What follows belongs to an exercise in optimizing a design on an open flow for small area, a short achievable clock period and few clock cycles per item; a production flow would make more cautious choices. Only simulation tests tie the RTL to the original design; equivalence was not proved. Power and IR drop assume default switching activity.

==> design/flow/config.mk <==
export PLATFORM = sky130hd
export DESIGN_NAME = processor
export DESIGN_NICKNAME = processor
export VERILOG_FILES = /design/flow/design.v
export SDC_FILE = /design/flow/constraint.sdc
export NUM_CORES = 4
export LEC_CHECK = 0
export CAP_MARGIN = 20
export CORE_MARGIN = 2
export CORE_UTILIZATION = 60
export SETUP_SLACK_MARGIN = 1.5
export SLEW_MARGIN = 20
==> design/flow/run.sh <==
#!/bin/bash
# synth_recipe.tcl (not shown) runs the flow's synth.tcl, then flattens the netlist and writes it again
# the make line also repeats each setting of config.mk as NAME=value (left out here)
make -C /OpenROAD-flow-scripts/flow DESIGN_CONFIG=/design/flow/config.mk WORK_HOME=/design/flow/orfs CLKGATE_MAP_FILE= SYNTH_SCRIPT=/design/flow/synth_recipe.tcl finish
==> design/flow/constraint.sdc <==
create_clock -name core_clock -period 8.0 [get_ports {clk}]
set_input_delay 1.6000 -clock core_clock [delete_from_list [all_inputs] [get_ports {clk}]]
set_output_delay 1.6000 -clock core_clock [all_outputs]
set_load 0.01 [all_outputs]
==> design/flow/design.v <==
`timescale 1ns /1 ns
module processor(
    input logic [15:0] INSTRin,
    input logic reset,
    input logic clk,
    input logic run,
    output logic done,
    output logic [15:0] r0_out, r1_out, a_out, r_out
);
    logic [1:0]  II;
    logic        M, X, Y, is_mul, is_sub, is_as;
    logic [15:0] rx, op2, b, sum;
    logic [7:0]  one, two, neg;
    assign II = INSTRin[15:14];
    assign M  = INSTRin[13];
    assign X  = INSTRin[12];
    assign Y  = INSTRin[0];
    assign is_mul = II == 2'b11;
    assign is_sub = II == 2'b10;
    assign is_as  = II == 2'b01 || II == 2'b10;
    assign rx  = X ? r1_out : r0_out;
    assign op2 = M ? {{4{INSTRin[11]}}, INSTRin[11:0]} : (Y ? r1_out : r0_out);
    assign b   = is_as ? rx : 16'h0;
    logic [7:0] one0, two0, neg0, one1, two1, neg1;
    logic [16:0] r0e, r1e;
    assign r0e = {r0_out, 1'b0};
    assign r1e = {r1_out, 1'b0};
    always_comb begin
        for (int j = 0; j < 8; j++) begin
            one0[j] = r0e[2*j+1] ^ r0e[2*j];
            two0[j] = (r0e[2*j+2] & ~r0e[2*j+1] & ~r0e[2*j]) | (~r0e[2*j+2] & r0e[2*j+1] & r0e[2*j]);
            neg0[j] = r0e[2*j+2];
            one1[j] = r1e[2*j+1] ^ r1e[2*j];
            two1[j] = (r1e[2*j+2] & ~r1e[2*j+1] & ~r1e[2*j]) | (~r1e[2*j+2] & r1e[2*j+1] & r1e[2*j]);
            neg1[j] = r1e[2*j+2];
            if (is_mul) begin
                one[j] = X ? one1[j] : one0[j];
                two[j] = X ? two1[j] : two0[j];
                neg[j] = X ? neg1[j] : neg0[j];
            end else begin
                one[j] = (j == 0);
                two[j] = 1'b0;
                neg[j] = (j == 0) & is_sub;
            end
        end
    end
    logic c10;
    logic c100;
    logic c102;
    logic c104;
    logic c106;
    logic c108;
    logic c12;
    logic c14;
    logic c16;
    logic c18;
    logic c2;
    logic c23;
    logic c25;
    logic c27;
    logic c29;
    logic c31;
    logic c33;
    logic c35;
    logic c37;
    logic c39;
    logic c4;
    logic c41;
    logic c43;
    logic c45;
    logic c47;
    logic c49;
    logic c51;
    logic c53;
    logic c57;
    logic c59;
    logic c6;
    logic c61;
    logic c63;
    logic c65;
    logic c67;
    logic c69;
    logic c71;
    logic c73;
    logic c75;
    logic c77;
    logic c8;
    logic c80;
    logic c82;
    logic c84;
    logic c86;
    logic c88;
    logic c90;
    logic c92;
    logic c94;
    logic c96;
    logic c98;
    logic pp0_0;
    logic pp0_1;
    logic pp0_10;
    logic pp0_11;
    logic pp0_12;
    logic pp0_13;
    logic pp0_14;
    logic pp0_15;
    logic pp0_2;
    logic pp0_3;
    logic pp0_4;
    logic pp0_5;
    logic pp0_6;
    logic pp0_7;
    logic pp0_8;
    logic pp0_9;
    logic pp1_10;
    logic pp1_11;
    logic pp1_12;
    logic pp1_13;
    logic pp1_14;
    logic pp1_15;
    logic pp1_2;
    logic pp1_3;
    logic pp1_4;
    logic pp1_5;
    logic pp1_6;
    logic pp1_7;
    logic pp1_8;
    logic pp1_9;
    logic pp2_10;
    logic pp2_11;
    logic pp2_12;
    logic pp2_13;
    logic pp2_14;
    logic pp2_15;
    logic pp2_4;
    logic pp2_5;
    logic pp2_6;
    logic pp2_7;
    logic pp2_8;
    logic pp2_9;
    logic pp3_10;
    logic pp3_11;
    logic pp3_12;
    logic pp3_13;
    logic pp3_14;
    logic pp3_15;
    logic pp3_6;
    logic pp3_7;
    logic pp3_8;
    logic pp3_9;
    logic pp4_10;
    logic pp4_11;
    logic pp4_12;
    logic pp4_13;
    logic pp4_14;
    logic pp4_15;
    logic pp4_8;
    logic pp4_9;
    logic pp5_10;
    logic pp5_11;
    logic pp5_12;
    logic pp5_13;
    logic pp5_14;
    logic pp5_15;
    logic pp6_12;
    logic pp6_13;
    logic pp6_14;
    logic pp6_15;
    logic pp7_14;
    logic pp7_15;
    logic s1;
    logic s101;
    logic s103;
    logic s105;
    logic s107;
    logic s109;
    logic s11;
    logic s13;
    logic s15;
    logic s17;
    logic s19;
    logic s20;
    logic s21;
    logic s22;
    logic s24;
    logic s26;
    logic s28;
    logic s3;
    logic s30;
    logic s32;
    logic s34;
    logic s36;
    logic s38;
    logic s40;
    logic s42;
    logic s44;
    logic s46;
    logic s48;
    logic s5;
    logic s50;
    logic s52;
    logic s54;
    logic s55;
    logic s56;
    logic s58;
    logic s60;
    logic s62;
    logic s64;
    logic s66;
    logic s68;
    logic s7;
    logic s70;
    logic s72;
    logic s74;
    logic s76;
    logic s78;
    logic s79;
    logic s81;
    logic s83;
    logic s85;
    logic s87;
    logic s89;
    logic s9;
    logic s91;
    logic s93;
    logic s95;
    logic s97;
    logic s99;
    assign pp0_0 = ((one[0] & op2[0])) ^ neg[0];
    assign pp0_1 = ((one[0] & op2[1]) | (two[0] & op2[0])) ^ neg[0];
    assign pp0_2 = ((one[0] & op2[2]) | (two[0] & op2[1])) ^ neg[0];
    assign pp0_3 = ((one[0] & op2[3]) | (two[0] & op2[2])) ^ neg[0];
    assign pp0_4 = ((one[0] & op2[4]) | (two[0] & op2[3])) ^ neg[0];
    assign pp0_5 = ((one[0] & op2[5]) | (two[0] & op2[4])) ^ neg[0];
    assign pp0_6 = ((one[0] & op2[6]) | (two[0] & op2[5])) ^ neg[0];
    assign pp0_7 = ((one[0] & op2[7]) | (two[0] & op2[6])) ^ neg[0];
    assign pp0_8 = ((one[0] & op2[8]) | (two[0] & op2[7])) ^ neg[0];
    assign pp0_9 = ((one[0] & op2[9]) | (two[0] & op2[8])) ^ neg[0];
    assign pp0_10 = ((one[0] & op2[10]) | (two[0] & op2[9])) ^ neg[0];
    assign pp0_11 = ((one[0] & op2[11]) | (two[0] & op2[10])) ^ neg[0];
    assign pp0_12 = ((one[0] & op2[12]) | (two[0] & op2[11])) ^ neg[0];
    assign pp0_13 = ((one[0] & op2[13]) | (two[0] & op2[12])) ^ neg[0];
    assign pp0_14 = ((one[0] & op2[14]) | (two[0] & op2[13])) ^ neg[0];
    assign pp0_15 = ((one[0] & op2[15]) | (two[0] & op2[14])) ^ neg[0];
    assign pp1_2 = (((one[1] & op2[0])) ^ neg[1]) | b[2];
    assign pp1_3 = (((one[1] & op2[1]) | (two[1] & op2[0])) ^ neg[1]) | b[3];
    assign pp1_4 = (((one[1] & op2[2]) | (two[1] & op2[1])) ^ neg[1]) | b[4];
    assign pp1_5 = (((one[1] & op2[3]) | (two[1] & op2[2])) ^ neg[1]) | b[5];
    assign pp1_6 = (((one[1] & op2[4]) | (two[1] & op2[3])) ^ neg[1]) | b[6];
    assign pp1_7 = (((one[1] & op2[5]) | (two[1] & op2[4])) ^ neg[1]) | b[7];
    assign pp1_8 = (((one[1] & op2[6]) | (two[1] & op2[5])) ^ neg[1]) | b[8];
    assign pp1_9 = (((one[1] & op2[7]) | (two[1] & op2[6])) ^ neg[1]) | b[9];
    assign pp1_10 = (((one[1] & op2[8]) | (two[1] & op2[7])) ^ neg[1]) | b[10];
    assign pp1_11 = (((one[1] & op2[9]) | (two[1] & op2[8])) ^ neg[1]) | b[11];
    assign pp1_12 = (((one[1] & op2[10]) | (two[1] & op2[9])) ^ neg[1]) | b[12];
    assign pp1_13 = (((one[1] & op2[11]) | (two[1] & op2[10])) ^ neg[1]) | b[13];
    assign pp1_14 = (((one[1] & op2[12]) | (two[1] & op2[11])) ^ neg[1]) | b[14];
    assign pp1_15 = (((one[1] & op2[13]) | (two[1] & op2[12])) ^ neg[1]) | b[15];
    assign pp2_4 = ((one[2] & op2[0])) ^ neg[2];
    assign pp2_5 = ((one[2] & op2[1]) | (two[2] & op2[0])) ^ neg[2];
    assign pp2_6 = ((one[2] & op2[2]) | (two[2] & op2[1])) ^ neg[2];
    assign pp2_7 = ((one[2] & op2[3]) | (two[2] & op2[2])) ^ neg[2];
    assign pp2_8 = ((one[2] & op2[4]) | (two[2] & op2[3])) ^ neg[2];
    assign pp2_9 = ((one[2] & op2[5]) | (two[2] & op2[4])) ^ neg[2];
    assign pp2_10 = ((one[2] & op2[6]) | (two[2] & op2[5])) ^ neg[2];
    assign pp2_11 = ((one[2] & op2[7]) | (two[2] & op2[6])) ^ neg[2];
    assign pp2_12 = ((one[2] & op2[8]) | (two[2] & op2[7])) ^ neg[2];
    assign pp2_13 = ((one[2] & op2[9]) | (two[2] & op2[8])) ^ neg[2];
    assign pp2_14 = ((one[2] & op2[10]) | (two[2] & op2[9])) ^ neg[2];
    assign pp2_15 = ((one[2] & op2[11]) | (two[2] & op2[10])) ^ neg[2];
    assign pp3_6 = ((one[3] & op2[0])) ^ neg[3];
    assign pp3_7 = ((one[3] & op2[1]) | (two[3] & op2[0])) ^ neg[3];
    assign pp3_8 = ((one[3] & op2[2]) | (two[3] & op2[1])) ^ neg[3];
    assign pp3_9 = ((one[3] & op2[3]) | (two[3] & op2[2])) ^ neg[3];
    assign pp3_10 = ((one[3] & op2[4]) | (two[3] & op2[3])) ^ neg[3];
    assign pp3_11 = ((one[3] & op2[5]) | (two[3] & op2[4])) ^ neg[3];
    assign pp3_12 = ((one[3] & op2[6]) | (two[3] & op2[5])) ^ neg[3];
    assign pp3_13 = ((one[3] & op2[7]) | (two[3] & op2[6])) ^ neg[3];
    assign pp3_14 = ((one[3] & op2[8]) | (two[3] & op2[7])) ^ neg[3];
    assign pp3_15 = ((one[3] & op2[9]) | (two[3] & op2[8])) ^ neg[3];
    assign pp4_8 = ((one[4] & op2[0])) ^ neg[4];
    assign pp4_9 = ((one[4] & op2[1]) | (two[4] & op2[0])) ^ neg[4];
    assign pp4_10 = ((one[4] & op2[2]) | (two[4] & op2[1])) ^ neg[4];
    assign pp4_11 = ((one[4] & op2[3]) | (two[4] & op2[2])) ^ neg[4];
    assign pp4_12 = ((one[4] & op2[4]) | (two[4] & op2[3])) ^ neg[4];
    assign pp4_13 = ((one[4] & op2[5]) | (two[4] & op2[4])) ^ neg[4];
    assign pp4_14 = ((one[4] & op2[6]) | (two[4] & op2[5])) ^ neg[4];
    assign pp4_15 = ((one[4] & op2[7]) | (two[4] & op2[6])) ^ neg[4];
    assign pp5_10 = ((one[5] & op2[0])) ^ neg[5];
    assign pp5_11 = ((one[5] & op2[1]) | (two[5] & op2[0])) ^ neg[5];
    assign pp5_12 = ((one[5] & op2[2]) | (two[5] & op2[1])) ^ neg[5];
    assign pp5_13 = ((one[5] & op2[3]) | (two[5] & op2[2])) ^ neg[5];
    assign pp5_14 = ((one[5] & op2[4]) | (two[5] & op2[3])) ^ neg[5];
    assign pp5_15 = ((one[5] & op2[5]) | (two[5] & op2[4])) ^ neg[5];
    assign pp6_12 = ((one[6] & op2[0])) ^ neg[6];
    assign pp6_13 = ((one[6] & op2[1]) | (two[6] & op2[0])) ^ neg[6];
    assign pp6_14 = ((one[6] & op2[2]) | (two[6] & op2[1])) ^ neg[6];
    assign pp6_15 = ((one[6] & op2[3]) | (two[6] & op2[2])) ^ neg[6];
    assign pp7_14 = ((one[7] & op2[0])) ^ neg[7];
    assign pp7_15 = ((one[7] & op2[1]) | (two[7] & op2[0])) ^ neg[7];
    assign s1 = pp0_10 ^ pp1_10;
    assign c2 = pp0_10 & pp1_10;
    assign s3 = pp0_11 ^ pp1_11;
    assign c4 = pp0_11 & pp1_11;
    assign s5 = pp0_12 ^ pp1_12 ^ pp2_12;
    assign c6 = (pp0_12 & pp1_12) | (pp0_12 & pp2_12) | (pp1_12 & pp2_12);
    assign s7 = pp3_12 ^ pp4_12;
    assign c8 = pp3_12 & pp4_12;
    assign s9 = pp0_13 ^ pp1_13 ^ pp2_13;
    assign c10 = (pp0_13 & pp1_13) | (pp0_13 & pp2_13) | (pp1_13 & pp2_13);
    assign s11 = pp3_13 ^ pp4_13;
    assign c12 = pp3_13 & pp4_13;
    assign s13 = pp0_14 ^ pp1_14 ^ pp2_14;
    assign c14 = (pp0_14 & pp1_14) | (pp0_14 & pp2_14) | (pp1_14 & pp2_14);
    assign s15 = pp3_14 ^ pp4_14 ^ pp5_14;
    assign c16 = (pp3_14 & pp4_14) | (pp3_14 & pp5_14) | (pp4_14 & pp5_14);
    assign s17 = pp6_14 ^ pp7_14;
    assign c18 = pp6_14 & pp7_14;
    assign s19 = pp0_15 ^ pp1_15 ^ pp2_15;
    assign s20 = pp3_15 ^ pp4_15 ^ pp5_15;
    assign s21 = pp6_15 ^ pp7_15;
    assign s22 = pp0_6 ^ pp1_6;
    assign c23 = pp0_6 & pp1_6;
    assign s24 = pp0_7 ^ pp1_7;
    assign c25 = pp0_7 & pp1_7;
    assign s26 = pp0_8 ^ pp1_8 ^ pp2_8;
    assign c27 = (pp0_8 & pp1_8) | (pp0_8 & pp2_8) | (pp1_8 & pp2_8);
    assign s28 = pp3_8 ^ pp4_8;
    assign c29 = pp3_8 & pp4_8;
    assign s30 = pp0_9 ^ pp1_9 ^ pp2_9;
    assign c31 = (pp0_9 & pp1_9) | (pp0_9 & pp2_9) | (pp1_9 & pp2_9);
    assign s32 = pp3_9 ^ pp4_9;
    assign c33 = pp3_9 & pp4_9;
    assign s34 = pp2_10 ^ pp3_10 ^ pp4_10;
    assign c35 = (pp2_10 & pp3_10) | (pp2_10 & pp4_10) | (pp3_10 & pp4_10);
    assign s36 = pp5_10 ^ neg[5] ^ s1;
    assign c37 = (pp5_10 & neg[5]) | (pp5_10 & s1) | (neg[5] & s1);
    assign s38 = pp2_11 ^ pp3_11 ^ pp4_11;
    assign c39 = (pp2_11 & pp3_11) | (pp2_11 & pp4_11) | (pp3_11 & pp4_11);
    assign s40 = pp5_11 ^ s3 ^ c2;
    assign c41 = (pp5_11 & s3) | (pp5_11 & c2) | (s3 & c2);
    assign s42 = pp5_12 ^ pp6_12 ^ neg[6];
    assign c43 = (pp5_12 & pp6_12) | (pp5_12 & neg[6]) | (pp6_12 & neg[6]);
    assign s44 = s5 ^ s7 ^ c4;
    assign c45 = (s5 & s7) | (s5 & c4) | (s7 & c4);
    assign s46 = pp5_13 ^ pp6_13 ^ s9;
    assign c47 = (pp5_13 & pp6_13) | (pp5_13 & s9) | (pp6_13 & s9);
    assign s48 = s11 ^ c6 ^ c8;
    assign c49 = (s11 & c6) | (s11 & c8) | (c6 & c8);
    assign s50 = neg[7] ^ s13 ^ s15;
    assign c51 = (neg[7] & s13) | (neg[7] & s15) | (s13 & s15);
    assign s52 = s17 ^ c10 ^ c12;
    assign c53 = (s17 & c10) | (s17 & c12) | (c10 & c12);
    assign s54 = s19 ^ s20 ^ s21;
    assign s55 = c14 ^ c16 ^ c18;
    assign s56 = pp0_4 ^ pp1_4;
    assign c57 = pp0_4 & pp1_4;
    assign s58 = pp0_5 ^ pp1_5;
    assign c59 = pp0_5 & pp1_5;
    assign s60 = pp2_6 ^ pp3_6 ^ neg[3];
    assign c61 = (pp2_6 & pp3_6) | (pp2_6 & neg[3]) | (pp3_6 & neg[3]);
    assign s62 = pp2_7 ^ pp3_7 ^ s24;
    assign c63 = (pp2_7 & pp3_7) | (pp2_7 & s24) | (pp3_7 & s24);
    assign s64 = neg[4] ^ s26 ^ s28;
    assign c65 = (neg[4] & s26) | (neg[4] & s28) | (s26 & s28);
    assign s66 = s30 ^ s32 ^ c27;
    assign c67 = (s30 & s32) | (s30 & c27) | (s32 & c27);
    assign s68 = s34 ^ s36 ^ c31;
    assign c69 = (s34 & s36) | (s34 & c31) | (s36 & c31);
    assign s70 = s38 ^ s40 ^ c35;
    assign c71 = (s38 & s40) | (s38 & c35) | (s40 & c35);
    assign s72 = s42 ^ s44 ^ c39;
    assign c73 = (s42 & s44) | (s42 & c39) | (s44 & c39);
    assign s74 = s46 ^ s48 ^ c43;
    assign c75 = (s46 & s48) | (s46 & c43) | (s48 & c43);
    assign s76 = s50 ^ s52 ^ c47;
    assign c77 = (s50 & s52) | (s50 & c47) | (s52 & c47);
    assign s78 = s54 ^ s55 ^ c51;
    assign s79 = pp0_0 ^ neg[0];
    assign c80 = pp0_0 & neg[0];
    assign s81 = pp0_1 ^ b[1];
    assign c82 = pp0_1 & b[1];
    assign s83 = pp0_2 ^ pp1_2 ^ neg[1];
    assign c84 = (pp0_2 & pp1_2) | (pp0_2 & neg[1]) | (pp1_2 & neg[1]);
    assign s85 = pp0_3 ^ pp1_3;
    assign c86 = pp0_3 & pp1_3;
    assign s87 = pp2_4 ^ neg[2] ^ s56;
    assign c88 = (pp2_4 & neg[2]) | (pp2_4 & s56) | (neg[2] & s56);
    assign s89 = pp2_5 ^ s58 ^ c57;
    assign c90 = (pp2_5 & s58) | (pp2_5 & c57) | (s58 & c57);
    assign s91 = s22 ^ s60 ^ c59;
    assign c92 = (s22 & s60) | (s22 & c59) | (s60 & c59);
    assign s93 = c23 ^ s62 ^ c61;
    assign c94 = (c23 & s62) | (c23 & c61) | (s62 & c61);
    assign s95 = c25 ^ s64 ^ c63;
    assign c96 = (c25 & s64) | (c25 & c63) | (s64 & c63);
    assign s97 = c29 ^ s66 ^ c65;
    assign c98 = (c29 & s66) | (c29 & c65) | (s66 & c65);
    assign s99 = c33 ^ s68 ^ c67;
    assign c100 = (c33 & s68) | (c33 & c67) | (s68 & c67);
    assign s101 = c37 ^ s70 ^ c69;
    assign c102 = (c37 & s70) | (c37 & c69) | (s70 & c69);
    assign s103 = c41 ^ s72 ^ c71;
    assign c104 = (c41 & s72) | (c41 & c71) | (s72 & c71);
    assign s105 = c45 ^ s74 ^ c73;
    assign c106 = (c45 & s74) | (c45 & c73) | (s74 & c73);
    assign s107 = c49 ^ s76 ^ c75;
    assign c108 = (c49 & s76) | (c49 & c75) | (s76 & c75);
    assign s109 = c53 ^ s78 ^ c77;
    assign sum = {s109, s107, s105, s103, s101, s99, s97, s95, s93, s91, s89, s87, s85, s83, s81, b[0]}
               + {c108, c106, c104, c102, c100, c98, c96, c94, c92, c90, c88, c86, c84, c82, c80, s79};
    assign done = run;
    always_ff @(posedge clk) begin
        if (reset) begin
            r0_out <= 16'h0;
            r1_out <= 16'h0;
            a_out  <= 16'h0;
            r_out  <= 16'h0;
        end else if (run) begin
            if (X) r1_out <= sum; else r0_out <= sum;
            if (II != 2'b00) begin
                a_out <= rx;
                r_out <= sum;
            end
        end
    end
endmodule
==> results.py, run 1 <==
metrics = {
    "timing": {
        "finalCritPeriodShare": 0.7951,
        "hold_violations": 0,
        "tightest_slew_ns": 0.7641,
        "tns_ns": 0,
        "fin_skew_ns": 0.005229,
        "setup_viol": 0,
        "max_freq_ghz": 0.1572,
        "slew_viol_final": 0,
        "relSlewSlack": 0.4895,
        "rsz0062_at_grt": "false",
        "period_minus_slack_ns": 6.361,
    },
    "floorplan": {
        "pin_count": 84,
        "start_util": 0.6201,
        "die_w_um": 107.5,
        "die-area_um2": 11560,
        "coreArea_um2": 10370,
        "fp.dieH_um": 107.5,
        "core.rowCount": 37,
    },
    "route": {
        "ant_nets": 0,
        "wl_per_cell_um": 20.79,
        "first_pass_iters": 5,
        "vias": 6462,
        "drt_iter0_drc": 658,
        "drc": 0,
        "via_per_inst": 6.243,
        "drt_wl_total_um": 21520,
    },
    "final_layout": {
        "seqCellArea_um2": 1281,
        "final_area_um2": 8000,
        "fin_nets": 979,
        "final_cells": 1035,
        "antenna_cells": 0,
        "nFillCells": 772,
        "drive_gt1_frac": 0.1446,
        "syn2layout_area_growth_pct": 24.42,
        "multi_input_area_um2": 4921,
    },
    "logic_synthesis": {
        "ys.flop_type": "dfxtp_1",
        "synth.distinct_cells": 47,
        "ys_ff_latch": 64,
        "synthTopCellsByCount": "113 x nand2_1, 78 x xnor2_1, 71 x o22ai_1",
        "synth.area.top_cells": "dfxtp_1 20%, xnor2_1 11%, fa_1 11%",
        "syn-num-nets": 900,
        "ys_seq_area_frac": 0.1993,
        "ys_warn_count": 1,
        "synth-async-reset-ratio": 0,
        "synth_top_area_frac": 0.1993,
        "synth_area_leader_cell": "dfxtp_1",
        "synth_edf_count": 0,
        "synth_area_um2": 6430,
        "avgSynthCellArea_um2": 7.889,
        "syn_inst": 815,
        "yosysMostFrequentCell": "nand2_1",
    },
    "worst_hold_path": {
        "min_path_cells": 2,
        "hold_path_class": "flop to flop",
    },
    "worst_setup_path": {
        "critical_path.slowest_cell": "fa_1",
        "path_common_cell": "xnor2_1",
        "slowest_delay_ns": 0.53,
        "path_delay_family": "adder cells",
        "path_depth": 23,
        "worst-path-max-fanout": 13,
        "reg2regPathDepth": 17,
        "path_class": "input port to flop",
        "worstPathRequired_ns": 8.25,
        "arrival_ns": 6.61,
        "critPathLaunchType": "input port",
        "cp-end-kind": "flop",
        "worstPathCellList": "buf_2 > buf_12 > mux2i_1 > nor2_1 > a21oi_1 > buf_4 > o22ai_2 > xnor2_2 > fa_1 > inv_1 > fa_1 > inv_1 > fa_1 > fa_2 > xor2_1 > xnor2_1 > xnor2_1 > xnor2_1 > xnor2_1 > xnor2_1 > xnor3_1 > xor3_2 > o31ai_1",
        "critPathBufInv": 5,
    },
    "placement": {
        "port_buffers": 83,
        "hpwlAfterDp_um": 15850,
        "gp_congestion": 1.024,
        "dp_cells": 992,
        "placed_cell_area_um2": 7317,
    },
    "global_routing": {
        "antenna_found_initial": 0,
        "grt_use_total": 0.3747,
        "grt_pass1_wl_um": 33470,
        "grt_pass1_vias": 6243,
        "grt_overflow": 0,
        "grt_max_degree": 69,
    },
    "clocking": {
        "cts.reportedPaths.clkPinSlew_ns": 0.07,
        "cts_sinks": 64,
        "cts-buffers-inserted": 9,
        "clockBufferDepth": 2,
        "clk_latency_ns": 0.34,
        "clock-root-buffer": "clkbuf_8",
        "cts_tree": "built",
        "h-tree-depth": 3,
    },
    "run": {
        "cap_violations": 0,
    },
    "outcome": {
        "status": "timing/DRC/antenna clean",
    },
    "pwr": {
        "ir_drop_v": 0.0003472,
        "p_leak_uw": 0.003295,
        "power_density_nw_per_um2": 299.1,
    },
}
-- area by class of cell --
class,instances,area share
Clock inverter,4,0.009384
Multi-Input combinational cell,646,0.6151
Timing Repair Buffer,131,0.1537
Tap cell,136,0.02127
Inverter,42,0.01971
Sequential cell,64,0.1602
Clock buffer,12,0.02064
-- cells by family after synthesis --
family,after synthesis,synth area share
adders and majority gates,66,0.1681
xor gates and xnor gates,114,0.1598
AOI/OAI and AO/OA,205,0.1985
DFF,64,0.1993
buffers and inverters,105,0.06752
and+or+nand+nor,229,0.1539
muxes,32,0.05293
-- worst paths after layout --
check,from,to,slack [ns]
worst max-delay path,INSTRin[0],r1_out[15],1.64
worst min-delay path,r_out[1],r_out[1],0.46
worst max register to register,r1_out[5],r1_out[15],2.65
worst min register to register,r_out[1],r_out[1],0.46
-- registers in the layout (all words and copies together) (netlist names) --
| register | cells |
|---|---|
| r1_out | 16 |
| a_out | 16 |
| r_out | 16 |
| r0_out | 16 |
-- cells in the final DEF (no fill, tap or decap), drive strengths merged, types with 2 or more instances in the layout --
master         netlist  routed
a21o                 5       5
o221ai               6       6
o211ai               9       9
dfxtp               64      64
clkbuf              50      15
mux2i               16      16
buf                 13      49
xnor2               78      78
mux2                16      16
o21ai               23      23
bufinv               0       2
nor2                61      61
nand2b              23      23
fa                  34      34
nand3b               6       6
xor2                34      34
clkdlybuf4s50        0      77
o21bai               4       4
nand2              113     113
ha                  32      32
a22oi                6       6
nor2b                4       4
o31ai                3       3
inv                 42      42
a31oi                3       3
o22ai               71      71
o21a                 6       6
a21oi               54      54
nor3                14      14
clkinvlp             0       2
and2                 3       3
a211oi              11      11
-- per-stage QoR --
step,hold WS [ns],setup slack [ns],utilization,total power [uW]
after floorplan,0.4805,1.526,-,1434
final,0.4590,1.639,0.7715,2393
after global routing,0.4838,1.473,0.7715,2542
after detailed placement,0.4491,0.4538,0.7056,1931
after global placement,0.4431,0.5954,0.7051,1882
after CTS,0.4630,1.526,0.7587,2309
-- power by group --
group | internal, uW | leakage, uW | total [uW] | switching, uW
Sequential | 386 | 0.000525 | 499 | 113
Clock | 201 | 0.000115 | 327 | 126
Combinational | 672 | 0.00265 | 1570 | 894
-- routing by layer --
| metal | wire, um | part of all wire | track usage |
|---|---|---|---|
| met4 | 613 | 0.028 | 0.1218 |
| met2 | 10320 | 0.48 | 0.6433 |
| met1 | 8670 | 0.40 | 0.4739 |
| met5 | 0 | 0 | 0 |
| met3 | 1917 | 0.089 | 0.06961 |
-- worst register-to-register path: cells and delay by family (launching register included) --
kind / cells / cell delay (ns)
AND/OR/NAND/NOR: 2 / 0.27
adder cells (fa/ha/maj): 5 / 2.37
buffers and inverters: 2 / 0.24
flip-flops: 1 / 0.60
XOR/XNOR: 2 / 0.66
AO/OA/AOI/OAI: 6 / 1.10
-- what timing repair did --
item | CTS | global route
gates resized for setup | 56 | 20
buffers inserted | 20 | 6
pin swaps | 14 | 16
endpoints found under the setup margin | 18 | 9
hold buffers | 0 | 0
cloned | 1 | 0
Testbench counts, summed over its fixed seeds: cycles 4,800, instructions 4,800.
==> run 2, diff against run 1 <==
==> design/flow/flow/run.sh (new file) <==
#!/bin/bash
# The standard layout (standard.sh, with its standard synthesis), except
# that the port buffers are inserted as sky130_fd_sc_hd__buf_1 cells.
set -euo pipefail
export BUFFER_PORTS_ARGS="-buffer_cell sky130_fd_sc_hd__buf_1"
bash standard.sh > standard_flow.log 2>&1
==> design/flow/standard.sh (new file) <==
#!/bin/bash
# synth_recipe.tcl (not shown) runs the flow's synth.tcl, then flattens the netlist and writes it again
# the make line also repeats each setting of config.mk as NAME=value (left out here)
make -C /OpenROAD-flow-scripts/flow DESIGN_CONFIG=/design/flow/config.mk WORK_HOME=/design/flow/orfs CLKGATE_MAP_FILE= SYNTH_SCRIPT=/design/flow/synth_recipe.tcl "${@:-finish}"
--- a/design/flow/config.mk
+++ b/design/flow/config.mk
@@ -8,5 +8,6 @@
 export CAP_MARGIN = 20
 export CORE_MARGIN = 2
 export CORE_UTILIZATION = 60
+export CTS_BUF_LIST = sky130_fd_sc_hd__clkbuf_4
 export SETUP_SLACK_MARGIN = 1.5
 export SLEW_MARGIN = 20
removed: design/flow/run.sh
==> run 2 against run 1 <==
Clock power down 45%. Design area down 8.5%. Total power down 13%. Utilization down 6.6 points. Sequential share of layout area up 1.5 points. Combinational power down about 10%. Non-clock buffer count up 5. Clock-buffer cell count down 3. First-iteration DRC count down 18%. Synthesized area unchanged.
==> results.py, run 2 <==
metrics = {
    "outcome": {
        "status": "timing/DRC/antenna clean",
    },
    "logic_synthesis": {
        "synth_edf_count": 0,
        "yosysMostFrequentCell": "nand2_1",
        "synth_top_area_frac": 0.1993,
        "synth_area_um2": 6430,
        "avgSynthCellArea_um2": 7.889,
        "synthTopCellsByCount": "113 x nand2_1, 78 x xnor2_1, 71 x o22ai_1",
        "syn_inst": 815,
        "ys_warn_count": 1,
        "ys_seq_area_frac": 0.1993,
        "synth.area.top_cells": "dfxtp_1 20%, xnor2_1 11%, fa_1 11%",
        "synth_area_leader_cell": "dfxtp_1",
        "synth.distinct_cells": 47,
        "syn-num-nets": 900,
        "synth-async-reset-ratio": 0,
        "ys.flop_type": "dfxtp_1",
        "ys_ff_latch": 64,
    },
    "timing": {
        "whs_ns": 0.4648,
        "fin_skew_ns": 0.01149,
        "setup_viol": 0,
        "finalCritPeriodShare": 0.7896,
        "period_minus_slack_ns": 6.317,
        "slew_viol_final": 0,
        "max_freq_ghz": 0.1583,
        "tns_ns": 0,
        "rsz0062_at_grt": "false",
        "relSlewSlack": 0.2617,
        "tightest_slew_ns": 1.107,
        "hold_violations": 0,
    },
    "clocking": {
        "cts.reportedPaths.clkPinSlew_ns": 0.10,
        "cts_sinks": 64,
        "cts_tree": "built",
        "h-tree-depth": 3,
        "cts-buffers-inserted": 9,
        "clock-root-buffer": "clkbuf_4",
        "cts.hold.buffers_added": 0,
        "clockBufferDepth": 2,
        "clk_latency_ns": 0.41,
    },
    "floorplan": {
        "fp.dieH_um": 107.5,
        "start_util": 0.6201,
        "die_w_um": 107.5,
        "coreArea_um2": 10370,
        "core.rowCount": 37,
        "pin_count": 84,
        "die-area_um2": 11560,
    },
    "global_routing": {
        "grt_max_degree": 69,
        "antenna_found_initial": 0,
        "grt_pass1_vias": 5911,
        "grt_overflow": 0,
        "grt_pass1_wl_um": 30730,
        "grt_use_total": 0.3405,
    },
    "final_layout": {
        "fin_nets": 984,
        "nFillCells": 880,
        "multi_input_area_um2": 4846,
        "seqCellArea_um2": 1281,
        "layout_common_cells": "110 x nand2_1, 80 x buf_1, 78 x xnor2_1",
        "layout_commonest_cell": "nand2_1",
        "syn2layout_area_growth_pct": 13.85,
        "drive_gt1_frac": 0.1272,
        "antenna_cells": 0,
    },
    "run": {
        "cap_violations": 0,
    },
    "pwr": {
        "p_leak_uw": 0.003003,
        "ir_drop_v": 0.0003361,
        "power_density_nw_per_um2": 285.0,
    },
    "worst_hold_path": {
        "hold_path_class": "flop to flop",
    },
    "route": {
        "via_per_inst": 6.033,
        "wl_per_cell_um": 18.91,
        "vias": 6274,
        "ant_nets": 0,
        "drt_iter0_drc": 537,
        "drt_wl_total_um": 19660,
        "drc": 0,
        "first_pass_iters": 5,
    },
    "worst_setup_path": {
        "path_common_cell": "fa_1",
        "arrival_ns": 6.64,
        "path_class": "input port to flop",
        "cp-end-kind": "flop",
        "slowest_delay_ns": 0.55,
        "worstPathRequired_ns": 8.32,
        "path_delay_family": "adder cells",
        "critPathLaunchType": "input port",
        "critPathBufInv": 3,
        "critical_path.slowest_cell": "fa_1",
        "worst-path-max-fanout": 18,
        "worstPathCellList": "buf_4 > buf_12 > mux2_2 > nand2_2 > xor2_1 > fa_1 > fa_1 > inv_1 > fa_1 > fa_1 > ha_1 > a21oi_1 > o21ai_2 > a31oi_2 > xor3_1 > o31ai_2",
    },
    "placement": {
        "gp_congestion": 0.9689,
        "port_buffers": 83,
        "hpwlAfterDp_um": 14790,
    },
}
==> run 2: cell counts after synthesis <==
No cell type changed its count.
==> run 2: worst register-to-register path, cell delays in order, from the launching register on <==
cell,delay (ns)
dfxtp_1,0.61
nand2b_1,0.11
o221ai_1,0.20
o211ai_1,0.12
buf_4,0.18
o22ai_1,0.16
xnor2_1,0.08
a21oi_1,0.27
fa_1,0.51
fa_1,0.55
inv_1,0.05
fa_1,0.53
fa_1,0.42
ha_1,0.34
a21oi_1,0.25
o21ai_2,0.14
a31oi_2,0.22
xor3_1,0.42
o31ai_2,0.20
==> run 2: power breakdown <==
part	internal (uW)	switching [uW]	leakage (uW)
Combinational	558	855	0.00242
Clock	60.4	118	0.0000589
Sequential	386	109	0.000525
==> run 2: cells by family (layout without fill, tap and decap cells) <==
logic type               count (synthesis)  after routing  synth area share
flip-flops                              64             64            0.1993
AO/OA/AOI/OAI                          205            205            0.1985
multiplexers                            32             32           0.05293
XOR/XNOR                               114            114            0.1598
buffers and inverters                  105            194           0.06752
AND/OR/NAND/NOR                        229            229            0.1539
adder cells (fa/ha/maj)                 66             66            0.1681
==> run 2: path summary, 6_finish.rpt <==
check                           slack, ns        start  depth (start not counted)         to
worst max-delay path                 1.68  INSTRin[12]                         16  r_out[15]
worst min register to register       0.46    r_out[11]                          2  r_out[11]
worst min-delay path                 0.46    r_out[11]                          2  r_out[11]
worst max register to register       2.54    r1_out[3]                         18  r_out[15]
==> run 2: cell type report <==
type | instances | area share
Clock inverter | 7 | 0.005298
Inverter | 42 | 0.02205
Timing Repair Buffer | 136 | 0.1032
Tap cell | 136 | 0.02324
Sequential cell | 64 | 0.1750
Multi-Input combinational cell | 646 | 0.6619
Clock buffer | 9 | 0.009229
==> run 2: through the flow <==
step           power, uW  instances    util  instance area, um^2  setup WS [ns]
6_report            2087       1040  0.7060                 7321          1.683
5_1_grt             2246       1040  0.7060                 7321          1.477
3_3_place_gp        1792        990  0.6543                 6785         0.8027
2_1_floorplan       1434        815       -                 6454          1.526
3_5_place_dp        1826        990  0.6548                 6790         0.5931
4_1_cts             2027       1009  0.6743                 6993          1.515
==> run 2: timing repair <==
action / CTS / global route
gates cloned: 0 / 1
endpoints found under the setup margin: 14 / 15
setup buffers: 3 / 30
resized for setup: 19 / 24
pin swaps: 1 / 6
==> run 2: per-layer routing <==
layer  global-route usage  vias up  wire length [um]  part of all wire
met5                    0        -                 0                 0
met4               0.1090        0               499             0.025
met3              0.04600       32              1282             0.065
met2               0.5436      252              9143              0.47
met1               0.4768     3031              8736              0.44
li1                     -     2959                 -                 -

==> separate check: timing with driven ports <==
The flow's constraints put no driver on any port. The routed layouts listed below were extracted and timed again, unchanged, in two steps. Step 1: set_driving_cell puts a clkbuf_16 on clk and a buf_2 on each other input, an assumption about the parent block. Step 2 also shifts input and output timing later by t, the mid clock arrival at the registers, as if the neighbouring blocks saw the same clock. Three values: ideal, step 1, step 2; two values: the first two.
| run | shift t [ns] | setup slack, ns | worst setup path at the end |
|---|---|---|---|
| run 1 | 0.371 | 1.639 / 1.645 / 1.273 | input to register |
| run 2 | 0.436 | 1.683 / 1.685 / 1.249 | input to register |
After both steps setup and hold are still met in every run listed. The setup slack of run 2, which loses most, moves by +0.002 ns with the drivers and by -0.434 ns with both steps.
